Context: an optimization exercise on an open-source flow, tuned for small area. The choices shown serve that exercise and are no tape-out recipe. Only simulation tests tie the RTL to the original design; equivalence was not proved. Power and IR drop assume default switching activity.

// riscv_core
module riscv_core(
    input               sys_clk     ,
    input               sys_rst_n   ,
    output  reg         led_test    ,
    output              iram_cs     ,
    output  [11:0]      iram_addr   ,
    input   [31:0]      iram_rdata  ,
    output              dram_cs     ,
    output  [3:0]       dram_we     ,
    output  [11:0]      dram_addr   ,
    output  [31:0]      dram_wdata  ,
    input   [31:0]      dram_rdata
);
export LEC_CHECK = 0
export CAP_MARGIN = 20
export CELL_PAD_IN_SITES_DETAIL_PLACEMENT = 1
export CELL_PAD_IN_SITES_GLOBAL_PLACEMENT = 1
export CORE_MARGIN = 2
export CORE_UTILIZATION = 45
export CTS_BUF_LIST = sky130_fd_sc_hd__clkbuf_16
export CTS_CLUSTER_DIAMETER = 60
export CTS_CLUSTER_SIZE = 20
export GPL_ROUTABILITY_DRIVEN = 1
export PLACE_DENSITY = 0.55
export SLEW_MARGIN = 20
export SYNTH_HIERARCHICAL = 1
create_clock -name core_clock -period 10.0 [get_ports {sys_clk}]
standard.sh (not shown) runs the stock make flow with config.mk's settings and CLKGATE_MAP_FILE= SYNTH_SCRIPT=/design/flow/synth_recipe.tcl, a recipe that flattens the netlist after the stock synthesis.
==> flow/flow/run.sh <==
#!/bin/bash
# The standard layout (the standard.sh: standard synthesis, floorplan, power grid, tap cells,
# placement, clock tree, routing), with two changes:
#  - the input and output port buffers are buf_1 cells instead of clkdlybuf4s50_1;
#  - clock tree synthesis inserts no dummy loads.
# The clock tree settings repeat config.mk's (CTS_ARGS replaces them).
set -euo pipefail
bash standard.sh \
  "BUFFER_PORTS_ARGS=-buffer_cell sky130_fd_sc_hd__buf_1" \
  "CTS_ARGS=-sink_clustering_enable -repair_clock_nets -dont_use_dummy_load -sink_clustering_size 20 -sink_clustering_max_diameter 60 -buf_list sky130_fd_sc_hd__clkbuf_16" \
  finish > flow_make.log 2>&1
The first run finished clean.
Then changed:
==> flow/run.sh (new file) <==
#!/bin/bash
# synth_recipe.tcl (not shown) runs the flow's synth.tcl, then flattens the netlist and writes it again
# the make line also repeats each setting of config.mk as NAME=value (left out here)
make -C /OpenROAD-flow-scripts/flow DESIGN_CONFIG=/design/flow/config.mk WORK_HOME=/design/flow/orfs CLKGATE_MAP_FILE= SYNTH_SCRIPT=/design/flow/synth_recipe.tcl finish
removed: flow/flow/run.sh
removed: flow/standard.sh
Effect:
- design area is higher by 3.3%
- final cell count is higher by 1.8%
- global-route usage is lower by 0.44 points

---

riscv_core, a different RTL version from the one above (not shown whole).
Size in the first run: about 4000 cells after synthesis, roughly 130 I/O pins, ~0.059 sq mm of cells after synthesis.
Settings: LEC_CHECK=0, CAP_MARGIN=20, CELL_PAD_IN_SITES_DETAIL_PLACEMENT=1, CELL_PAD_IN_SITES_GLOBAL_PLACEMENT=1, CORE_MARGIN=2, CORE_UTILIZATION=45, CTS_BUF_LIST=sky130_fd_sc_hd__clkbuf_16, CTS_CLUSTER_DIAMETER=100, CTS_CLUSTER_SIZE=24, GPL_ROUTABILITY_DRIVEN=1, PLACE_DENSITY=0.55, SLEW_MARGIN=20, SYNTH_HIERARCHICAL=1; clock period 10.0 ns.
==> flow/flow/run.sh <==
#!/bin/bash
# The standard layout (the standard.sh: standard synthesis, floorplan, power grid, tap cells,
# placement, clock tree, routing), with two changes:
#  - the input and output port buffers are buf_1 cells instead of clkdlybuf4s50_1;
#  - clock tree synthesis inserts no dummy loads.
# CTS_ARGS replaces the clock tree arguments, so it repeats config.mk's clustering and buffer.
set -euo pipefail
bash standard.sh \
  "BUFFER_PORTS_ARGS=-buffer_cell sky130_fd_sc_hd__buf_1" \
  "CTS_ARGS=-sink_clustering_enable -repair_clock_nets -dont_use_dummy_load -sink_clustering_size 24 -sink_clustering_max_diameter 100 -buf_list sky130_fd_sc_hd__clkbuf_16" \
  finish > flow_make.log 2>&1
The baseline completed without violations.
Then changed:
- CORE_UTILIZATION: 45 -> 50
- PLACE_DENSITY: 0.55 -> 0.6
Effect: Wire length went down by a few percent. Setup slack is worse by 430 ps. Design area drops slightly. Clock skew rose by 21 ps. Maximum frequency drops by a few percent. Clock power stays flat. Count of clock-buffer cells in the layout is unchanged. Hold slack gains 6.7 ps. Synthesized area is unchanged.
Then changed:
==> flow/run.sh (new file) <==
#!/bin/bash
# synth_recipe.tcl (not shown) runs the flow's synth.tcl, then flattens the netlist and writes it again
# the make line also repeats each setting of config.mk as NAME=value (left out here)
make -C /OpenROAD-flow-scripts/flow DESIGN_CONFIG=/design/flow/config.mk WORK_HOME=/design/flow/orfs CLKGATE_MAP_FILE= SYNTH_SCRIPT=/design/flow/synth_recipe.tcl finish
- CORE_UTILIZATION: 50 -> 45
- PLACE_DENSITY: 0.6 -> 0.55
removed: flow/flow/run.sh
removed: flow/standard.sh
Effect: The changed run finished clean. Sequential power grows slightly. Utilization went down by 4.3 points. Cell count increases by a few percent. Final area rose by a few percent. Setup slack improves by 24 ps. Power came out higher by a few percent. Global-route usage decreases by 1.7 points. Clock skew decreases by 77 ps. Routed wire length came out higher by a few percent.

re-timing with driven ports:
No port has a modelled driver above. Below, the same layouts with a new extraction and two added sets of constraints.
Step 1 (the two cells are an assumption about what drives the block):
set clk [get_ports {sys_clk}]
set_driving_cell -lib_cell sky130_fd_sc_hd__clkbuf_16 $clk
set_driving_cell -lib_cell sky130_fd_sc_hd__buf_2 [delete_from_list [all_inputs] $clk]
Step 2 also shifts input and output timing later by t, the mid clock arrival at the registers, as if the neighbouring blocks saw the same clock.
Slacks: no drivers / after step 1 / after step 2; pairs: no drivers / after step 1.
| run | t, ns | setup slack, ns | worst setup path at the end | clock arrival spread, ns |
|---|---|---|---|---|
| the first run of note 1 | 0.810 | 0.330 / 0.330 / 0.330 | register to register | 0.088 / 0.088 |
| the second run of note 1 | 0.849 | 0.435 / 0.348 / 0.233 | input to register | 0.072 / 0.072 |
| the first run of note 2 | 0.762 | 0.787 / 0.706 / 1.124 | register to register | 0.102 / 0.102 |
| the second run of note 2 | 0.740 | 0.361 / 0.279 / 1.003 | register to register | 0.124 / 0.124 |
| the third run of note 2 | 0.771 | 0.384 / 0.309 / 0.838 | register to register | 0.046 / 0.046 |
After both steps setup and hold are still met in every run listed. For the second run of note 1, which loses most, drivers alone change the setup slack by -0.087 ns; drivers and shift together by -0.202 ns.
